From an optimization exercise on the open Yosys and OpenROAD flow, aimed at small area; shortcuts taken in it are not production practice. The RTL was checked by simulation tests, not by an equivalence proof against the original design. The clock port is modelled as an ideal driver, which makes a skipped or thinned clock tree look cheaper than it is; a real chip needs a root buffer or a tree. Power figures rest on the tool's default switching activity, not on a simulated workload.

### flow/flow/run.sh
#!/bin/bash
# Layout flow: the standard ORFS flow (standard.sh) with three changes to how
# cells are chosen: no half/full-adder extraction in synthesis, the smallest
# buffer (buf_1) on every input and output port, and a one-level clock tree
# without CTS dummy loads.  Everything else, including synthesis, floorplan,
# power grid and tap cells, is the standard flow.
set -euo pipefail
export ADDER_MAP_FILE=
export BUFFER_PORTS_ARGS="-buffer_cell sky130_fd_sc_hd__buf_1"
export CTS_ARGS="-sink_clustering_enable -repair_clock_nets -dont_use_dummy_load"
bash standard.sh > flow.log 2>&1
### flow/design.v
module lcd(
    input        clk,
    input        rst_n,
    output       lcd_en,
    output       lcd_rw,
    output       lcd_rs,
    output [7:0] lcd_data
);
reg  [15:0] q;
reg         ph;
reg  [5:0]  st;
wire wrap = (q & 16'h5fff) == 16'h0c65;
wire [15:0] q_nx = {q[14], q[13], q[12], q[11], q[10], q[9], q[8], q[7], q[6], q[5], q[4], q[3], q[2], q[1], q[0], ((q[15] ^ q[2]) | wrap)};
wire [5:0] st_nx;
wire [8:0] rom;
wire wt;
assign rom[0] = (st[0] & st[1] & st[4]) | (~st[1] & ~st[3] & st[4]) | (~st[0] & ~st[2] & st[3] & st[5]) | (~st[1] & st[4] & ~st[5]) | (st[1] & st[2] & st[3] & st[5]) | (~st[0] & st[3] & ~st[4] & st[5]) | (st[0] & ~st[1] & st[2] & st[3] & ~st[5]);
assign rom[1] = (st[0] & ~st[2] & st[3] & ~st[4] & st[5]) | (st[0] & ~st[1] & st[4] & ~st[5]) | (~st[0] & st[1] & st[2] & st[3] & ~st[4]);
assign rom[2] = (~st[0] & ~st[2] & st[3] & st[5]) | (st[2] & ~st[3] & st[4] & ~st[5]) | (st[0] & ~st[1] & st[3] & ~st[4] & st[5]) | (st[1] & st[2] & st[3] & ~st[4] & ~st[5]) | (st[0] & ~st[1] & st[4] & ~st[5]);
assign rom[3] = (st[2] & ~st[3] & st[4]) | (st[0] & st[1] & st[3] & ~st[5]) | (~st[1] & ~st[3] & st[4]) | (st[1] & ~st[2] & st[3] & st[4]) | (~st[0] & ~st[1] & st[2] & st[3] & ~st[4]) | (st[0] & ~st[1] & st[4] & ~st[5]);
assign rom[4] = (~st[1] & st[2] & ~st[3] & st[5]) | (~st[0] & ~st[2] & st[3] & st[4]) | (st[0] & st[1] & ~st[2] & st[3] & ~st[4]) | (~st[0] & st[2] & ~st[4] & st[5]) | (st[0] & st[1] & st[2] & st[3] & st[4]) | (st[0] & st[1] & ~st[2] & st[3] & st[5]) | (st[0] & ~st[2] & st[3] & ~st[4] & st[5]);
assign rom[5] = (st[4]) | (st[3] & st[5]) | (st[2] & st[5]) | (st[0] & st[1] & ~st[2] & st[3]);
assign rom[6] = (st[0] & st[1] & st[4]) | (~st[1] & ~st[3] & st[4]) | (st[0] & ~st[1] & ~st[4] & st[5]) | (~st[0] & st[1] & st[5]) | (~st[1] & st[4] & ~st[5]) | (~st[0] & ~st[2] & st[3] & st[4]) | (~st[0] & st[2] & ~st[4] & st[5]) | (~st[2] & st[3] & ~st[4] & st[5]) | (st[2] & ~st[3] & st[4]);
assign rom[7] = (~st[2] & ~st[3] & ~st[4] & st[5]);
assign rom[8] = (st[4]) | (st[3] & st[5]) | (st[2] & st[5]);
assign wt = (~st[3] & ~st[4] & ~st[5]) | (~st[1] & ~st[2] & ~st[5]);
assign st_nx[0] = (~st[0]);
assign st_nx[1] = (~st[0] & st[1]) | (st[0] & ~st[1] & st[3]) | (st[0] & ~st[1] & ~st[2]) | (~st[0] & st[2] & st[4] & st[5]) | (st[0] & ~st[1] & ~st[5]);
assign st_nx[2] = (~st[1] & st[2]) | (st[0] & st[1] & ~st[2]) | (~st[0] & st[2] & ~st[5]) | (st[0] & ~st[1] & ~st[3] & ~st[4] & st[5]);
assign st_nx[3] = (~st[0] & st[3]) | (~st[2] & st[3]) | (st[0] & st[1] & st[2] & ~st[3]) | (~st[1] & st[3] & ~st[4]) | (~st[1] & st[4] & ~st[5]);
assign st_nx[4] = (st[4] & ~st[5]) | (st[0] & ~st[1] & st[4]) | (st[1] & st[2] & st[4]) | (~st[2] & st[3] & st[4]) | (st[0] & ~st[1] & st[2] & st[5]) | (~st[2] & ~st[3] & ~st[4] & st[5]);
assign st_nx[5] = (~st[4] & st[5]) | (~st[0] & st[5]) | (st[1] & st[5]) | (st[2] & ~st[3] & st[4]) | (st[0] & st[1] & st[2] & st[3]);
always @(posedge clk or negedge rst_n)
    if (!rst_n) begin
        q  <= 16'h3196;
        ph <= 1'b0;
        st <= 6'd0;
    end else begin
        q <= q_nx;
        if (wrap) ph <= ~ph;
        if (wrap & ph) st <= st_nx;
    end
assign lcd_en   = ~ph | wt;
assign lcd_rw   = 1'b0;
assign lcd_rs   = rom[8];
assign lcd_data = rom[7:0];
endmodule
### flow/config.mk
export PLATFORM = sky130hd
export DESIGN_NAME = lcd
export DESIGN_NICKNAME = lcd
export VERILOG_FILES = /design/flow/design.v
export SDC_FILE = /design/flow/constraint.sdc
export NUM_CORES = 4
export LEC_CHECK = 0
export CAP_MARGIN = 20
export CORE_MARGIN = 2
export CORE_UTILIZATION = 40
export SLEW_MARGIN = 20
### flow/constraint.sdc
create_clock -name core_clock -period 20.0 [get_ports {clk}]
set_input_delay 4.0000 -clock core_clock [delete_from_list [all_inputs] [get_ports {clk}]]
set_output_delay 4.0000 -clock core_clock [all_outputs]
set_load 0.01 [all_outputs]
### flow/standard.sh
#!/bin/bash
# synth_recipe.tcl (not shown) runs the flow's synth.tcl, then flattens the netlist and writes it again
# the make line also repeats each setting of config.mk as NAME=value (left out here)
make -C /OpenROAD-flow-scripts/flow DESIGN_CONFIG=/design/flow/config.mk WORK_HOME=/design/flow/orfs CLKGATE_MAP_FILE= SYNTH_SCRIPT=/design/flow/synth_recipe.tcl "${@:-finish}"
==> flow_summary.json, run 1 <==
{
  "final_max_slew_viol_count": 0,
  "clock_tree.root_cell": "sky130_fd_sc_hd__clkbuf_4",
  "rsz_0062_raised_after_global_routing": "false",
  "post_drt_via_cell_ratio": 5.86,
  "setup.reg_to_reg.worst_slack_ns": 17.72,
  "slew_headroom": 0.538,
  "cp.buffers_inverters": 1,
  "static-leakage-power_uw": 0.000499,
  "mappedNetlistArea_um2": 1220,
  "drt_wl_total_um": 2460,
  "setup.worst_path.class": "flip-flop to output pin",
  "crit_start": "st[4]",
  "antenna-diode-count": 0,
  "worst_setup_slack_post_dpl_ns": 14.47,
  "gpl.final_weighted_congestion": 0.844,
  "post-route-period-util": 0.295,
  "fp.dieH_um": 59.3,
  "floorplan.rows": 20,
  "ys_seq_elements": 23,
  "detail-route-antenna-nets": 0,
  "cpMaxStageDelayCell": "sky130_fd_sc_hd__dfrtp_1",
  "final.min_clock_period_ns": 5.90,
  "yosysTopAreaCellShare": 0.327,
  "dieArea_um2": 3520,
  "max_freq_ghz": 0.169,
  "post_synth.cell_area_avg_um2": 9.28,
  "crit-reg2reg-capture": "st[3]",
  "synth_async_reset_ratio": 1.00,
  "mostFrequentLayoutCell": "sky130_fd_sc_hd__dfrtp_1",
  "cts.repair_timing.setup_buffer_count": 0,
  "port_buffers": 11,
  "synth_xor_xnor_area_share": 0.0215,
  "core-area_um2": 2980,
  "synth_seq_area_share": 0.477,
  "synth.net_count": 134,
  "timing.final.hold_violations": 0,
  "critical-path-top-delay-family": "flip-flops",
  "yosys-top-cells-area": "sky130_fd_sc_hd__dfrtp_1, sky130_fd_sc_hd__dfstp_2, sky130_fd_sc_hd__nand2_1",
  "timing_worst_slew_pin_value_ns": 0.694,
  "path_cells": "nor2b_1 > a21oi_1 > nor3_1 > a311o_1 > buf_1",
  "worst_setup_hold_path_clk_slew_ns": 0.12,
  "vias_in_the_first_global_route": 900,
  "setup-tns-final_ns": 0,
  "crit_cells": 5,
  "antenna_found_initial": 0,
  "firstDrtPassIters": 4,
  "worst_ep_required_time_ns": 16.00,
  "drt_drc_violations_left": 0,
  "drive_gt1_frac": 0.104,
  "num_io_pins": 13,
  "die_width_um": 59.3,
  "power.density_nw_per_um2": 51.8,
  "worst_ir_drop_vdd_mv": 0.0388,
  "tritoncts_num_sinks": 23,
  "final_critical_path_setup_slack_ns": 14.10,
  "hpwlAfterDp_um": 1650,
  "tritoncts": "yes",
  "post_synth_num_cell_types": 42,
  "crit_path_end": "lcd_data[2]",
  "drv.max_cap_violation_count": 0,
  "max-clock-path-buffers": 2,
  "cts-htree-levels": 1,
  "synthCells": 132,
  "grt_max_degree": 25,
  "postCtsHoldBufs": 0,
  "gr-total-overflow": 0,
  "synth-adder-area-share": 0,
  "worstSetupStartpointType": "flip-flop",
  "run_status": "no timing/DRC/antenna violations",
  "final_setup_vio_count": 0,
  "timing.rr.start": "q[2]",
  "dr_total_vias": 979,
  "nNetsFinal": 138,
  "synth_compound_gate_area_share": 0.246,
  "initial_utilization": 0.411,
  "muxShareOfSynthArea": 0,
  "hold_path_class": "flip-flop to flip-flop",
  "grt_first_pass_wirelength_um": 4490,
  "track_usage": 0.166,
  "synth_ff_type": "sky130_fd_sc_hd__dfrtp_1",
  "synth-edff-count": 0,
  "worstSkewPairLatency_ns": 0.31,
  "tritoncts.num_buffers": 3,
  "max_fo_critical_path": 20,
  "fillCellCount": 310,
  "post_synth_simple_gate_area": 0.196,
  "yosysWarningCount": 1,
  "finalClockSkew_ns": 0.0230,
  "synth_top_family_by_area": "compound AO/OA/AOI/OAI gates",
  "final-instance-count-excl-fill": 167,
  "slowest_delay_ns": 0.74,
  "netlist.top_cell.by_area": "sky130_fd_sc_hd__dfrtp_1",
  "timing.critical_path.to_type": "output pin",
  "post-place-cells": 164,
  "timing.critical_path.arrival_ns": 1.90,
  "r2r.worst_path.cells": 4,
  "layout-area-overhead-vs-synth_pct": 4.80,
  "layout_common_cells": "sky130_fd_sc_hd__dfrtp_1, sky130_fd_sc_hd__nand2_1, sky130_fd_sc_hd__buf_1",
  "ctsResizeCount": 0,
  "drt_iter0_markers": 55,
  "detail_route.wl_per_cell_um": 14.7,
  "final.hold.worst_slack_ns": 0.364
}
metrics by stage:
| stage | util | total power [uW] | cell area [um2] |
|---|---|---|---|
| finish | 0.431 | 66.5 | 1280 |
| global route | 0.431 | 69.8 | 1280 |
| CTS | 0.431 | 67.8 | 1280 |
| detailed placement | 0.424 | 48.5 | 1260 |
| global placement | 0.424 | 48.5 | 1260 |
| floorplan | - | 47.6 | 1220 |
cells by family (layout without fill, tap and decap cells):
| kind of cell | after synthesis | in the layout |
|---|---|---|
| buf+inv | 17 | 19 |
| flops | 23 | 23 |
| other cells | 1 | 1 |
| xor+xnor | 3 | 3 |
| simple gates | 45 | 45 |
| compound gates | 43 | 43 |
where the power goes:
| part | internal (uW) | total [uW] | switching, uW | leakage [uW] |
|---|---|---|---|---|
| registers | 46.6 | 46.6 | 0 | 0.000296 |
| logic | 0.175 | 1.08 | 0.903 | 0.000189 |
| clock network | 7.02 | 18.9 | 11.8 | 0.0000138 |
| total | 53.8 | 66.5 | 12.7 | 0.000499 |
flip-flops by register name (all words and copies together) (netlist names):
register,count
q,16
st,6
ph,1
metal layers:
layer | up-vias | GRT usage | share of wire
met5 | - | 0 | 0
met4 | 0 | 0.0390 | 0.0041
li1 | 484 | - | -
met2 | 20 | 0.242 | 0.45
met1 | 473 | 0.254 | 0.51
met3 | 2 | 0.0328 | 0.030
worst min-delay path by stage:
stage	start	endpoint	slack, ns	depth (start not counted)
3_3_place_gp	q[14]	q[15]	0.35	0
6_report	q[3]	q[4]	0.36	0
3_5_place_dp	q[14]	q[15]	0.36	0
5_1_grt	q[3]	q[4]	0.37	0
2_1_floorplan	q[14]	q[15]	0.35	0
4_1_cts	q[3]	q[4]	0.35	0
synthesized netlist by cell type, types with 2 or more instances:
cell                        n
sky130_fd_sc_hd__a32oi_1    3
sky130_fd_sc_hd__o22ai_1    4
sky130_fd_sc_hd__a21o_1     2
sky130_fd_sc_hd__dfstp_2    7
sky130_fd_sc_hd__inv_1      4
sky130_fd_sc_hd__nand2_1   12
sky130_fd_sc_hd__nand2b_1   6
sky130_fd_sc_hd__dfrtp_1   16
sky130_fd_sc_hd__clkbuf_1   9
sky130_fd_sc_hd__a21oi_1    8
sky130_fd_sc_hd__buf_1      2
sky130_fd_sc_hd__nor2b_1    6
sky130_fd_sc_hd__o311ai_0   2
sky130_fd_sc_hd__nor2_1    10
sky130_fd_sc_hd__o21ai_0    7
sky130_fd_sc_hd__o31ai_1    6
sky130_fd_sc_hd__nand3_1    2
sky130_fd_sc_hd__xnor2_1    2
cell type report:
| class | count | area, um2 | area share |
|---|---|---|---|
| clock buffers | 3 | 22.5 | 0.0175 |
| inverters | 4 | 15.0 | 0.0117 |
| multi-input cells | 92 | 572 | 0.445 |
| flip-flops and latches | 23 | 584 | 0.455 |
| well taps | 33 | 41.3 | 0.0322 |
| repair buffers | 12 | 48.8 | 0.0380 |
==> run 2: changes to the inputs <==
==> flow/flow/run.sh (replaced) <==
#!/bin/bash
# Layout flow: the standard ORFS flow (standard.sh, standard synthesis and
# floorplan, power grid and tap cells) with these changes to how cells are chosen:
#  - synthesis does not extract half/full adders (ADDER_MAP_FILE empty);
#  - ports are buffered by flow/ports.tcl before global placement: buf_2 on the
#    inputs, buf_1 on the outputs (every input and output port keeps a buffer);
#  - CTS inserts no dummy loads.
# Each tool's full output stays in orfs/logs/ (ORFS logs), and make's output in
# flow.log, in the folder this runs in.
set -euo pipefail
here=$(cd "$(dirname "$0")" && pwd)
export ADDER_MAP_FILE=
export DONT_BUFFER_PORTS=1
export GPL_TIMING_DRIVEN=0
export PRE_GLOBAL_PLACE_TCL="$here/ports.tcl"
export CTS_ARGS="-sink_clustering_enable -repair_clock_nets -dont_use_dummy_load"
bash standard.sh > flow.log 2>&1
==> flow/flow/ports.tcl (new file) <==
# Runs before global placement, in place of its own port buffering (the flow
# sets DONT_BUFFER_PORTS=1 and GPL_TIMING_DRIVEN=0, so this replaces both the
# remove_buffers call and the buffer_ports call of global_place.tcl).
remove_buffers
# Buffer every input and output port (the clock excepted, as buffer_ports does):
# buf_2 on the inputs, which drive the reset tree, and buf_1 on the outputs.
buffer_ports -inputs -buffer_cell sky130_fd_sc_hd__buf_2
buffer_ports -outputs -buffer_cell sky130_fd_sc_hd__buf_1
==> run 2 against run 1 <==
Net effect: via count is 0.41% lower; combinational power is 12% lower; clock power hardly changed; cell count is 0.60% lower; synthesized cell count stayed put; non-clock buffer count is 1 lower; critical path depth stayed put; maximum frequency is 0.57% lower; synthesized area stayed put; clock skew is 0.022 ns lower; die area stayed put; critical path type unchanged.
==> flow_summary.json, run 2 <==
{
  "run_status": "no timing/DRC/antenna violations",
  "track_usage": 0.158,
  "ys_seq_elements": 23,
  "drv.max_cap_violation_count": 0,
  "largest_register": "q",
  "synthTopCellsByCount": "sky130_fd_sc_hd__dfrtp_1, sky130_fd_sc_hd__nand2_1, sky130_fd_sc_hd__nor2_1",
  "firstDrtPassIters": 4,
  "max_fo_critical_path": 15,
  "drt_drc_violations_left": 0,
  "synth-edff-count": 0,
  "detail_route.wl_per_cell_um": 14.5,
  "power.density_nw_per_um2": 51.8,
  "timing.critical_path.arrival_ns": 1.93,
  "worstSkewPairLatency_ns": 0.30,
  "vias_in_the_first_global_route": 897,
  "max_freq_ghz": 0.169,
  "path_cells": "inv_1 > o32ai_1 > o21ai_0 > nand2_1 > buf_1",
  "worst_ep_required_time_ns": 16.00,
  "post_drt_via_cell_ratio": 5.87,
  "post_synth_num_cell_types": 42,
  "gr-total-overflow": 0,
  "worst_setup_hold_path_clk_slew_ns": 0.10,
  "cts.repair_timing.setup_buffer_count": 0,
  "synth_ff_type": "sky130_fd_sc_hd__dfrtp_1",
  "finalClockSkew_ns": 0.00112,
  "layout_common_cells": "sky130_fd_sc_hd__dfrtp_1, sky130_fd_sc_hd__nand2_1, sky130_fd_sc_hd__nor2_1, sky130_fd_sc_hd__buf_1, sky130_fd_sc_hd__a21oi_1",
  "gpl.final_weighted_congestion": 0.845,
  "synthCells": 132,
  "worst_ir_drop_vdd_mv": 0.0296,
  "postLayoutCellArea_um2": 1280,
  "antenna-diode-count": 0,
  "yosys-top-cells-area": "sky130_fd_sc_hd__dfrtp_1, sky130_fd_sc_hd__dfstp_2, sky130_fd_sc_hd__nand2_1",
  "hpwlAfterDp_um": 1630,
  "postCtsHoldBufs": 0,
  "initial_utilization": 0.411,
  "post_synth.cell_area_avg_um2": 9.28,
  "final_max_slew_viol_count": 0,
  "dr_total_vias": 975,
  "layout-area-overhead-vs-synth_pct": 4.29,
  "fp.dieH_um": 59.3,
  "tritoncts.num_buffers": 3,
  "final.hold.worst_slack_ns": 0.375,
  "port_buffers": 11,
  "place_area_um2": 1250,
  "final-instance-count-excl-fill": 166,
  "drt_wl_total_um": 2410,
  "hold_path_class": "flip-flop to flip-flop",
  "drt_iter0_markers": 88,
  "floorplan.rows": 20,
  "final.min_clock_period_ns": 5.93,
  "largest_registers": "q x16, st x6, ph x1",
  "rsz_0062_raised_after_global_routing": "false",
  "cts-htree-levels": 1,
  "timing.critical_path.to_type": "output pin",
  "nNetsFinal": 137,
  "antenna_found_initial": 0,
  "grt_first_pass_wirelength_um": 4150,
  "mostFrequentLayoutCell": "sky130_fd_sc_hd__dfrtp_1",
  "mappedNetlistArea_um2": 1220,
  "synth_async_reset_ratio": 1.00,
  "fin_util": 0.429,
  "cpMaxStageDelayCell": "sky130_fd_sc_hd__dfrtp_1",
  "timing_worst_slew_pin_value_ns": 0.717,
  "drive_gt1_frac": 0.105,
  "worstSetupStartpointType": "flip-flop",
  "yosysTopAreaCellShare": 0.327,
  "synth_seq_area_share": 0.477,
  "tritoncts": "yes",
  "num_io_pins": 13,
  "ctsResizeCount": 0,
  "netlist.top_cell.by_area": "sky130_fd_sc_hd__dfrtp_1",
  "detail-route-antenna-nets": 0,
  "setup.worst_path.class": "flip-flop to output pin",
  "max-clock-path-buffers": 2,
  "slowest_delay_ns": 0.67,
  "synth.net_count": 134,
  "max_reg_flops": 16,
  "dieArea_um2": 3520,
  "static-leakage-power_uw": 0.000497,
  "tritoncts_num_sinks": 23,
  "post-route-period-util": 0.297,
  "slew_headroom": 0.522,
  "yosysWarningCount": 1,
  "grt_max_degree": 25,
  "final_setup_vio_count": 0,
  "core-area_um2": 2980,
  "setup-tns-final_ns": 0,
  "post-place-cells": 163,
  "die_width_um": 59.3,
  "clock_tree.root_cell": "sky130_fd_sc_hd__clkbuf_4",
  "synthMostInstantiatedCell": "sky130_fd_sc_hd__dfrtp_1",
  "timing.final.hold_violations": 0
}
run 2: cell counts after synthesis:
No cell type changed its count.
run 2: logic make-up after synthesis:
logic type                Yosys count  share of synthesized area
AOI/OAI and AO/OA                  43                      0.246
xor gates and xnor gates            3                     0.0215
buffers and inverters              17                     0.0562
DFF                                23                      0.477
and+or+nand+nor                    45                      0.196
other                               1                    0.00306
run 2: layout make-up:
cell class,instances,area (um2)
repair buffers,11,42.5
well taps,33,41.3
clock buffers,3,22.5
multi-input cells,92,572
inverters,4,15.0
fillers,291,1700
flip-flops and latches,23,584
run 2: power breakdown:
part	internal (uW)	total [uW]	switching (uW)
logic	0.0701	0.948	0.878
clock network	7.03	18.7	11.7
registers	46.6	46.6	0
run 2: final timing paths:
path / start / cells past startpoint / end / slack [ns]
setup reg to reg: q[2] / 4 / st[3] / 17.71
max in group asynchronous: rst_n / 1 / q[13] / 16.02
setup / recovery: st[0] / 5 / lcd_data[3] / 14.07
min in group asynchronous: rst_n / 1 / q[6] / 3.64
hold reg to reg: q[1] / 0 / q[2] / 0.38
hold / removal: q[1] / 0 / q[2] / 0.38
run 2: worst max-delay path, delay by kind of cell, from the launching register on:
| kind | cells | cell delay, ns |
|---|---|---|
| DFF | 1 | 0.67 |
| buffers and inverters | 2 | 0.44 |
| AOI/OAI and AO/OA | 2 | 0.43 |
| and+or+nand+nor | 1 | 0.09 |
run 2: through the flow:
stage	total power [uW]	setup slack (ns)
6_report	66.2	14.07
5_1_grt	70.5	13.90
4_1_cts	67.6	14.07
3_5_place_dp	48.4	14.42
3_3_place_gp	48.4	14.44
2_1_floorplan	47.6	14.67
run 2: metal layers:
metal / track usage / wire (um)
met5: 0 / 0
met4: 0.0909 / 44
met3: 0.0328 / 47
met2: 0.235 / 1160
met1: 0.213 / 1150
==> run 3: changes to the inputs <==
==> flow/flow/run.sh (replaced) <==
#!/bin/bash
# Layout flow: the standard ORFS flow (standard.sh: its synthesis script,
# floorplan, power grid, tap cells, placement, CTS, routing) with these changes
# to how cells are chosen:
#  - synthesis runs synth_recipe.tcl unchanged through flow/synth.tcl, which only
#    points its ABC call at flow/abc.script (area-oriented mapping, repeated);
#    no half/full-adder extraction (ADDER_MAP_FILE empty);
#  - ports are buffered by flow/ports.tcl before global placement: buf_2 on the
#    inputs, buf_1 on the outputs (every input and output port keeps a buffer);
#  - CTS inserts no dummy loads, and flow/cts_post.tcl then drives the whole
#    clock from CTS's root buffer alone (a clkbuf_8; one buffer level for all
#    registers).
# ORFS writes each tool's full log under orfs/logs/; make's output goes to
# flow.log in the folder this runs in.
set -euo pipefail
here=$(cd "$(dirname "$0")" && pwd)
synth_recipe=$(grep -o 'SYNTH_SCRIPT=[^ ]*' standard.sh | head -1 | cut -d= -f2-)
export FLOW_SYNTH_TCL="$synth_recipe"
export FLOW_ABC_SCRIPT="$here/abc.script"
export ADDER_MAP_FILE=
export DONT_BUFFER_PORTS=1
export GPL_TIMING_DRIVEN=0
export PRE_GLOBAL_PLACE_TCL="$here/ports.tcl"
export POST_CTS_TCL="$here/cts_post.tcl"
export CTS_ARGS="-sink_clustering_enable -repair_clock_nets -dont_use_dummy_load"
sed "s#SYNTH_SCRIPT=[^ ]*#SYNTH_SCRIPT=$here/synth.tcl#" standard.sh > flow_standard.sh
bash flow_standard.sh > flow.log 2>&1
==> flow/flow/abc.script (new file) <==
strash
dch -f
map -a
strash
dch -f
map -a
strash
dch -f
map -a
strash
dch -f
map -a
strash
dch -f
map -a
topo
==> flow/flow/cts_post.tcl (new file) <==
# Runs after CTS (POST_CTS_TCL).  The design has a few dozen flip-flops, so the
# clock is driven by one buffer: the leaf buffers CTS made under its root buffer
# are removed, their sinks move to the root buffer's net, and the root buffer
# becomes a clkbuf_8.  Every register keeps the same single-buffer clock path,
# so no register's clock arrives earlier or later than another's.
set block [ord::get_db_block]
set root [$block findInst clkbuf_0_clk]
if { $root ne "NULL" } {
  set rootnet [[$root findITerm X] getNet]
  foreach inst [$block getInsts] {
    if { $inst eq $root } { continue }
    set master [[$inst getMaster] getName]
    if { ![string match "sky130_fd_sc_hd__clkbuf_*" $master] } { continue }
    set a [$inst findITerm A]
    if { [$a getNet] ne $rootnet } { continue }
    set leafnet [[$inst findITerm X] getNet]
    foreach it [$leafnet getITerms] {
      if { [$it getInst] eq $inst } { continue }
      $it disconnect
      $it connect $rootnet
    }
    $a disconnect
    [$inst findITerm X] disconnect
    odb::dbInst_destroy $inst
    odb::dbNet_destroy $leafnet
  }
  replace_cell clkbuf_0_clk sky130_fd_sc_hd__clkbuf_8
  detailed_placement
  check_placement -verbose
  estimate_parasitics -placement
  report_clock_skew
}
==> flow/flow/synth.tcl (new file) <==
# Synthesis for this flow: the standard synthesis script (synth_recipe.tcl,
# named by FLOW_SYNTH_TCL) run unchanged, except that its ABC call maps the
# logic with flow/abc.script (area-oriented mapping, repeated) instead of the
# ORFS speed script.  Registers, their names and cell types are untouched:
# ABC only maps the combinational logic.
proc abc {args} {
  set i [lsearch -exact $args -script]
  if { $i >= 0 } {
    lset args [expr { $i + 1 }] $::env(FLOW_ABC_SCRIPT)
  }
  puts "abc (flow/abc.script): $args"
  yosys abc {*}$args
}
source $::env(FLOW_SYNTH_TCL)
--- a/flow/config.mk
+++ b/flow/config.mk
@@ -8,4 +8,4 @@
 export CAP_MARGIN = 20
-export CORE_MARGIN = 2
-export CORE_UTILIZATION = 40
+export CORE_AREA = 2 2 62 62
+export DIE_AREA = 0 0 64 64
 export SLEW_MARGIN = 20
==> run 3 against run 2 <==
Net effect: worst hold slack improved by 0.0024 ns; maximum frequency decreased by 1.0%; first-iteration DRC count is 40% lower; highest routed layer unchanged; cell count rose by 7.2%; still clean; clock power fell by 19%; synthesized cell count down 8.3%; utilization down 8.3 points; non-clock buffer count stayed put.
==> flow_summary.json, run 3 <==
{
  "run_status": "no timing/DRC/antenna violations",
  "final.hold.worst_slack_ns": 0.377,
  "yosysTopAreaCellShare": 0.375,
  "drv.max_cap_violation_count": 0,
  "post-place-cells": 177,
  "die_width_um": 64,
  "gr-total-overflow": 0,
  "detail-route-antenna-nets": 0,
  "post_synth.cell_area_avg_um2": 8.82,
  "mostFrequentLayoutCell": "sky130_fd_sc_hd__nor2_1",
  "initial_utilization": 0.315,
  "synth_seq_area_share": 0.547,
  "timing.critical_path.mode_cell": "sky130_fd_sc_hd__clkinv_1",
  "drt_wl_total_um": 2300,
  "synthCells": 121,
  "cpMaxStageDelayCell": "sky130_fd_sc_hd__dfrtp_1",
  "slew_headroom": 0.594,
  "tritoncts_num_sinks": 23,
  "detail_route.wl_per_cell_um": 12.9,
  "hpwlAfterDp_um": 1760,
  "setup-tns-final_ns": 0,
  "synthMostInstantiatedCell": "sky130_fd_sc_hd__nor2_1",
  "timing.final.hold_violations": 0,
  "post-route-period-util": 0.300,
  "firstDrtPassIters": 4,
  "finalClockSkew_ns": 0.00241,
  "nNetsFinal": 136,
  "hold_path_class": "flip-flop to flip-flop",
  "port_buffers": 11,
  "final.min_clock_period_ns": 5.99,
  "critical-path-top-delay-family": "buffers and inverters",
  "setup.worst_path.class": "flip-flop to output pin",
  "netlist.top_cell.by_area": "sky130_fd_sc_hd__dfrtp_1",
  "final-instance-count-excl-fill": 178,
  "layout-area-overhead-vs-synth_pct": 9.97,
  "synth_async_reset_ratio": 1.00,
  "worstSkewPairLatency_ns": 0.17,
  "fillCellCount": 353,
  "final_setup_vio_count": 0,
  "grt_max_degree": 24,
  "cp.buffers_inverters": 4,
  "synth-edff-count": 0,
  "yosys-top-cells-area": "sky130_fd_sc_hd__dfrtp_1, sky130_fd_sc_hd__dfstp_2, sky130_fd_sc_hd__nor2_1",
  "worst_ep_required_time_ns": 16.00,
  "final_max_slew_viol_count": 0,
  "synth.net_count": 123,
  "drt_drc_violations_left": 0,
  "max_fo_critical_path": 8,
  "post_synth_num_cell_types": 24,
  "timing.critical_path.arrival_ns": 1.99,
  "fin_util": 0.346,
  "synthTopCellsByCount": "sky130_fd_sc_hd__nor2_1, sky130_fd_sc_hd__dfrtp_1, sky130_fd_sc_hd__clkinv_1",
  "drive_gt1_frac": 0.0909,
  "worst_setup_hold_path_clk_slew_ns": 0.12,
  "largest_registers": "q x16, st x6, ph x1",
  "timing_worst_slew_pin_value_ns": 0.593,
  "layout_common_cells": "sky130_fd_sc_hd__nor2_1, sky130_fd_sc_hd__dfrtp_1, sky130_fd_sc_hd__clkinv_1",
  "post_drt_via_cell_ratio": 5.26,
  "mappedNetlistArea_um2": 1070,
  "max_freq_ghz": 0.167,
  "drt_iter0_markers": 53,
  "grt_first_pass_wirelength_um": 4070,
  "vias_in_the_first_global_route": 896,
  "yosysWarningCount": 1,
  "static-leakage-power_uw": 0.000473,
  "dr_total_vias": 936,
  "largest_register": "q",
  "path_cells": "clkinv_1 > nor2_1 > clkinv_1 > nor2_1 > clkinv_1 > o221ai_1 > buf_1",
  "max_reg_flops": 16,
  "track_usage": 0.139,
  "antenna_found_initial": 0,
  "worst_ir_drop_vdd_mv": 0.0305,
  "slowest_delay_ns": 0.43,
  "core-area_um2": 3390,
  "antenna-diode-count": 0,
  "rsz_0062_raised_after_global_routing": "false",
  "timing.critical_path.to_type": "output pin",
  "fp.dieH_um": 64,
  "power.density_nw_per_um2": 53.3,
  "synth_ff_type": "sky130_fd_sc_hd__dfrtp_1",
  "worstSetupStartpointType": "flip-flop",
  "num_io_pins": 13,
  "gpl.final_weighted_congestion": 0.842,
  "dieArea_um2": 4100,
  "ys_seq_elements": 23,
  "floorplan.rows": 21
}
## run 3: worst reg2reg max path, stage by stage, from the launching register on
cell,delay [ns]
sky130_fd_sc_hd__dfrtp_1,0.46
sky130_fd_sc_hd__clkinv_1,0.18
sky130_fd_sc_hd__nor2_1,0.11
sky130_fd_sc_hd__nor2_1,0.18
sky130_fd_sc_hd__nor2_1,0.05
sky130_fd_sc_hd__a2111oi_0,0.54
sky130_fd_sc_hd__o21ai_0,0.15
## run 3: path summary, 6_finish.rpt
check / start / endpoint / slack, ns / cells after the start
setup / recovery: st[0] / lcd_data[2] / 14.01 / 7
hold / removal: q[12] / q[13] / 0.38 / 0
setup reg to reg: st[5] / st[4] / 18.21 / 6
hold reg to reg: q[12] / q[13] / 0.38 / 0
max in group asynchronous: rst_n / q[7] / 15.89 / 1
min in group asynchronous: rst_n / q[14] / 3.76 / 1
## run 3: final cells by class
type	instances	area (um2)	share of cell area
multi-input cells	83	423	0.360
clock buffers	1	13.8	0.0117
flip-flops and latches	23	584	0.498
inverters	14	52.6	0.0448
repair buffers	11	42.5	0.0362
well taps	46	57.6	0.0490
## run 3: routing by layer
layer  wire length (um)  vias up  part of all wire  GRT usage
met3                 95        6             0.041     0.0123
li1                   -      441                 -          -
met1               1010      457              0.44      0.194
met5                  0        -                 0          0
met4                 57        0             0.025     0.0380
met2               1140       32              0.49      0.229
## run 3: power breakdown
group	total, uW	switching [uW]	internal (uW)	leakage (uW)
clock network	15.1	10.4	4.71	0.00000719
logic	0.964	0.894	0.0700	0.000170
registers	46.6	0	46.6	0.000296
## run 3: through the flow
step	power [uW]	instance area [um2]	setup WS, ns
2_1_floorplan	47.6	1070	14.65
3_3_place_gp	48.4	1160	14.29
3_5_place_dp	48.4	1160	14.26
5_1_grt	66.0	1170	13.84
6_report	62.6	1170	14.01
## run 3: cells by family after synthesis
| group | share of synthesized area |
|---|---|
| flip-flops | 0.547 |
| AND/OR/NAND/NOR | 0.216 |
| XOR/XNOR | 0.0164 |
| AO/OA/AOI/OAI | 0.161 |
| other | 0.00351 |
| buffers and inverters | 0.0563 |
==> run 4: changes to the inputs <==
==> flow/design.v (replaced) <==
module lcd(
    input        clk,
    input        rst_n,
    output       lcd_en,
    output       lcd_rw,
    output       lcd_rs,
    output [7:0] lcd_data
);
reg  [15:0] q;
reg         ph;
reg  [5:0]  st;
wire wrap = (q & 16'h5fff) == 16'h0c65;
wire [15:0] q_nx = {q[14], q[13], q[12], q[11], q[10], q[9], q[8], q[7], q[6], q[5], q[4], q[3], q[2], q[1], q[0], ((q[15] ^ q[2]) | wrap)};
wire [5:0] st_nx;
wire [8:0] rom;
wire wt;
assign rom[0] = (~st[0] & st[1] & st[4]) | (~st[1] & ~st[3] & st[4]) | (st[0] & ~st[2] & st[3] & st[5]) | (~st[1] & st[4] & ~st[5]) | (st[1] & st[2] & st[3] & st[5]) | (st[0] & st[3] & ~st[4] & st[5]) | (~st[0] & ~st[1] & st[2] & st[3] & ~st[5]);
assign rom[1] = (~st[0] & ~st[2] & st[3] & ~st[4] & st[5]) | (~st[0] & ~st[1] & st[4] & ~st[5]) | (st[0] & st[1] & st[2] & st[3] & ~st[4]);
assign rom[2] = (st[0] & ~st[2] & st[3] & st[5]) | (st[2] & ~st[3] & st[4] & ~st[5]) | (~st[0] & ~st[1] & st[3] & ~st[4] & st[5]) | (st[1] & st[2] & st[3] & ~st[4] & ~st[5]) | (~st[0] & ~st[1] & st[4] & ~st[5]);
assign rom[3] = (st[2] & ~st[3] & st[4]) | (~st[0] & st[1] & st[3] & ~st[5]) | (~st[1] & ~st[3] & st[4]) | (st[1] & ~st[2] & st[3] & st[4]) | (st[0] & ~st[1] & st[2] & st[3] & ~st[4]) | (~st[0] & ~st[1] & st[4] & ~st[5]);
assign rom[4] = (~st[1] & st[2] & ~st[3] & st[5]) | (st[0] & ~st[2] & st[3] & st[4]) | (~st[0] & st[1] & ~st[2] & st[3] & ~st[4]) | (st[0] & st[2] & ~st[4] & st[5]) | (~st[0] & st[1] & st[2] & st[3] & st[4]) | (~st[0] & st[1] & ~st[2] & st[3] & st[5]) | (~st[0] & ~st[2] & st[3] & ~st[4] & st[5]);
assign rom[5] = (st[4]) | (st[3] & st[5]) | (st[2] & st[5]) | (~st[0] & st[1] & ~st[2] & st[3]);
assign rom[6] = (~st[0] & st[1] & st[4]) | (~st[1] & ~st[3] & st[4]) | (~st[0] & ~st[1] & ~st[4] & st[5]) | (st[0] & st[1] & st[5]) | (~st[1] & st[4] & ~st[5]) | (st[0] & ~st[2] & st[3] & st[4]) | (st[0] & st[2] & ~st[4] & st[5]) | (~st[2] & st[3] & ~st[4] & st[5]) | (st[2] & ~st[3] & st[4]);
assign rom[7] = (~st[2] & ~st[3] & ~st[4] & st[5]);
assign rom[8] = (st[4]) | (st[3] & st[5]) | (st[2] & st[5]);
assign wt = (~st[3] & ~st[4] & ~st[5]) | (~st[1] & ~st[2] & ~st[5]);
assign st_nx[0] = (~st[0]);
assign st_nx[1] = (st[0] & st[1]) | (~st[0] & ~st[1] & st[3]) | (~st[0] & ~st[1] & ~st[2]) | (st[0] & st[2] & st[4] & st[5]) | (~st[0] & ~st[1] & ~st[5]);
assign st_nx[2] = (~st[1] & st[2]) | (~st[0] & st[1] & ~st[2]) | (st[0] & st[2] & ~st[5]) | (~st[0] & ~st[1] & ~st[3] & ~st[4] & st[5]);
assign st_nx[3] = (st[0] & st[3]) | (~st[2] & st[3]) | (~st[0] & st[1] & st[2] & ~st[3]) | (~st[1] & st[3] & ~st[4]) | (~st[1] & st[4] & ~st[5]);
assign st_nx[4] = (st[4] & ~st[5]) | (~st[0] & ~st[1] & st[4]) | (st[1] & st[2] & st[4]) | (~st[2] & st[3] & st[4]) | (~st[0] & ~st[1] & st[2] & st[5]) | (~st[2] & ~st[3] & ~st[4] & st[5]);
assign st_nx[5] = (~st[4] & st[5]) | (st[0] & st[5]) | (st[1] & st[5]) | (st[2] & ~st[3] & st[4]) | (~st[0] & st[1] & st[2] & st[3]);
always @(posedge clk or negedge rst_n)
    if (!rst_n) begin
        q  <= 16'h3196;
        ph <= 1'b0;
        st <= 6'd1;
    end else begin
        q <= q_nx;
        if (wrap) ph <= ~ph;
        if (wrap & ph) st <= st_nx;
    end
assign lcd_en   = ~ph | wt;
assign lcd_rw   = 1'b0;
assign lcd_rs   = rom[8];
assign lcd_data = rom[7:0];
endmodule
==> flow/flow/abc.script (replaced) <==
strash
 dch -f
 map -a
 strash
 dch -f
 map -a
 strash
 dch -f
 map -a
 strash
 dch -f
 map -a
 strash
 dch -f
 map -a
 strash
 dch -f
 map -a
 strash
 dch -f
 map -a
 strash
 dch -f
 map -a
 strash
 dch -f
 map -a
 strash
 dch -f
 map -a
 topo
==> run 4 against run 3 <==
Net effect: worst hold slack lost 0.0017 ns; count of clock-buffer cells in the layout unchanged; synthesized area down 2.2%; clock skew is 0.0013 ns higher; cell count fell by 4.5%; critical endpoint is now lcd_data[4]; non-clock buffer count unchanged.
==> flow_summary.json, run 4 <==
{
  "nNetsFinal": 128,
  "place_area_um2": 1140,
  "run_status": "no timing/DRC/antenna violations",
  "mappedNetlistArea_um2": 1040,
  "static-leakage-power_uw": 0.000490,
  "fillCellCount": 360,
  "synth_compound_gate_area_share": 0.165,
  "yosysTopAreaCellShare": 0.360,
  "synthMostInstantiatedCell": "sky130_fd_sc_hd__nor2_1",
  "final.min_clock_period_ns": 6.13,
  "layout_common_cells": "sky130_fd_sc_hd__nor2_1, sky130_fd_sc_hd__dfrtp_1, sky130_fd_sc_hd__clkinv_1",
  "post_drt_via_cell_ratio": 5.18,
  "finalClockSkew_ns": 0.00369,
  "final_setup_vio_count": 0,
  "timing.final.hold_violations": 0,
  "drive_gt1_frac": 0.0887,
  "layout-area-overhead-vs-synth_pct": 10.2,
  "crit-reg2reg-capture": "st[4]",
  "drt_wl_total_um": 2130,
  "timing.rr.start": "q[14]",
  "worst_setup_hold_path_clk_slew_ns": 0.12,
  "path_cells": "clkinv_1 > nor2_1 > clkinv_1 > nor2_1 > o21ai_0 > o2111ai_1 > buf_1",
  "gpl.final_weighted_congestion": 0.936,
  "synth_ff_type": "sky130_fd_sc_hd__dfrtp_1",
  "grt_max_degree": 24,
  "slew_headroom": 0.652,
  "vias_in_the_first_global_route": 859,
  "synth-edff-count": 0,
  "power.density_nw_per_um2": 54.2,
  "detail-route-antenna-nets": 0,
  "muxShareOfSynthArea": 0,
  "post-place-cells": 169,
  "slowest_delay_ns": 0.52,
  "post-layout-total-power_uw": 62.3,
  "synth_seq_area_share": 0.561,
  "cpMaxStageDelayCell": "sky130_fd_sc_hd__dfrtp_1",
  "worstSetupStartpointType": "flip-flop",
  "timing.hold.worst_path_depth": 0,
  "netlist.top_cell.by_area": "sky130_fd_sc_hd__dfrtp_1",
  "r2r.worst_path.cells": 6,
  "hold_path_class": "flip-flop to flip-flop",
  "die_width_um": 64,
  "antenna-diode-count": 0,
  "hold_path_startpoint": "q[7]",
  "hpwlAfterDp_um": 1630,
  "floorplan.rows": 21,
  "setup.reg_to_reg.worst_slack_ns": 18.13,
  "final-instance-count-excl-fill": 170,
  "rsz_0062_raised_after_global_routing": "false",
  "antenna_found_initial": 0,
  "synthTopCellsByCount": "sky130_fd_sc_hd__nor2_1, sky130_fd_sc_hd__dfrtp_1, sky130_fd_sc_hd__clkinv_1",
  "synth_async_reset_ratio": 1.00,
  "post-route-period-util": 0.306,
  "yosys-top-cells-area": "sky130_fd_sc_hd__dfrtp_1, sky130_fd_sc_hd__dfstp_2, sky130_fd_sc_hd__nor2_1",
  "post_synth.cell_area_avg_um2": 9.23,
  "dieArea_um2": 4100,
  "final.hold.worst_slack_ns": 0.376,
  "worst_ep_required_time_ns": 16.00,
  "port_buffers": 11,
  "setup.worst_path.class": "flip-flop to output pin",
  "drt_iter0_markers": 102,
  "hold-path-endpoint": "q[8]",
  "worstSkewPairLatency_ns": 0.17,
  "synth.net_count": 115,
  "grt_first_pass_wirelength_um": 3730,
  "ys_seq_elements": 23,
  "post_synth_simple_gate_area": 0.191,
  "max_reg_flops": 16,
  "mostFrequentLayoutCell": "sky130_fd_sc_hd__nor2_1",
  "synth_top_family_by_area": "simple AND/OR/NAND/NOR gates",
  "worst_ir_drop_vdd_mv": 0.0201,
  "detail_route.wl_per_cell_um": 12.5,
  "yosysWarningCount": 1,
  "area.sequential_um2": 586,
  "wl_met1_um": 950,
  "tritoncts_num_sinks": 23,
  "firstDrtPassIters": 4,
  "max_freq_ghz": 0.163,
  "multi_input_comb_area_um2": 402,
  "synth_xor_xnor_area_share": 0.0252,
  "fp.dieH_um": 64,
  "post_synth_num_cell_types": 24,
  "synth-adder-area-share": 0,
  "core-area_um2": 3390,
  "final_max_slew_viol_count": 0,
  "postLayoutCellArea_um2": 1150,
  "setup-tns-final_ns": 0,
  "largest_registers": "q x16, st x6, ph x1",
  "initial_utilization": 0.308,
  "synthCells": 113,
  "gr-total-overflow": 0,
  "num_io_pins": 13,
  "drv.max_cap_violation_count": 0,
  "track_usage": 0.124,
  "timing.critical_path.arrival_ns": 2.13,
  "largest_register": "q",
  "timing_worst_slew_pin_value_ns": 0.517,
  "max_fo_critical_path": 8,
  "top_signal_layer_used": "met4",
  "route.met3.wl_um": 154,
  "drt_drc_violations_left": 0,
  "wl_met2_um": 998,
  "timing.critical_path.to_type": "output pin",
  "dr_total_vias": 881
}
-- run 4: cell types whose count changed in the layout (fill, tap and decap cells not counted), moves of 2 or more --
cell | before | now
sky130_fd_sc_hd__nor2_1 | 24 | 18
sky130_fd_sc_hd__o22ai_1 | 1 | 3
sky130_fd_sc_hd__o21ai_0 | 12 | 7
sky130_fd_sc_hd__a31oi_1 | 0 | 2
sky130_fd_sc_hd__nand3_1 | 4 | 6
-- run 4: how the worst max path moves through the flow --
stage | from | endpoint | slack (ns) | depth (start not counted)
2_1_floorplan | st[2] | lcd_data[2] | 14.63 | 8
3_3_place_gp | st[3] | lcd_data[4] | 14.17 | 7
3_5_place_dp | st[3] | lcd_data[4] | 14.17 | 7
5_1_grt | st[3] | lcd_data[4] | 13.70 | 7
6_report | st[3] | lcd_data[4] | 13.87 | 7
-- run 4: cell families after synthesis --
kind of cell,after synthesis
other,1
AOI/OAI and AO/OA,27
DFF,23
and+or+nand+nor,45
xor gates and xnor gates,3
buffers and inverters,14
-- run 4: worst max-delay path, delay by kind of cell (launching register included) --
family / cells / cell delay (ns)
simple gates: 2 / 0.55
buf+inv: 3 / 0.60
flops: 1 / 0.52
compound gates: 2 / 0.28
-- run 4: metrics by stage --
stage	setup slack [ns]	utilization
6_report	13.87	0.339
5_1_grt	13.70	0.339
3_5_place_dp	14.17	0.335
3_3_place_gp	14.17	0.335
2_1_floorplan	14.63	-
-- run 4: metal layers --
metal  global-route usage  up-vias
met5                    0        -
met4               0.0353        0
met3               0.0123        4
met2                0.208       38
met1                0.171      418
li1                     -      421
-- run 4: report_power, final --
group	leakage, uW	switching, uW	internal (uW)
sequential	0.000292	0	46.6
clock	0.00000719	10.1	4.70
combinational	0.000191	0.884	0.0700
total	0.000490	11.0	51.4
-- run 4: area by class of cell --
cell class,instances,area share
clock buffer,1,0.0120
inverter,13,0.0424
multi-input combinational,76,0.349
sequential,23,0.509
tap,46,0.0501
timing repair buffer,11,0.0370

separate check: timing with driven ports:
In the flow no input, the clock included, has a driving cell. The finished layouts below were timed again as built, in two steps. Step 1: set_driving_cell puts a clkbuf_16 on clk and a buf_2 on each other input, an assumption about the parent block. Step 2, shift: input delay + t, output delay - t, t = (earliest + latest rising clock arrival at the registers) / 2. This alone moves slack from input paths to output paths. Slacks: ideal ports / drivers / drivers and shift; pairs: ideal ports / drivers.
run | shift t [ns] | setup slack, ns | worst setup path after step 2 | worst register clock-pin slew, ns
run 1 | 0.314 | 14.100 / 14.081 / 14.395 | register to output | 0.12 / 0.12
run 2 | 0.319 | 14.066 / 14.046 / 14.364 | register to output | 0.10 / 0.10
run 3 | 0.193 | 14.006 / 13.985 / 14.177 | register to output | 0.12 / 0.12
run 4 | 0.192 | 13.872 / 13.849 / 14.041 | register to output | 0.12 / 0.12
After both steps every run listed still meets setup and hold.
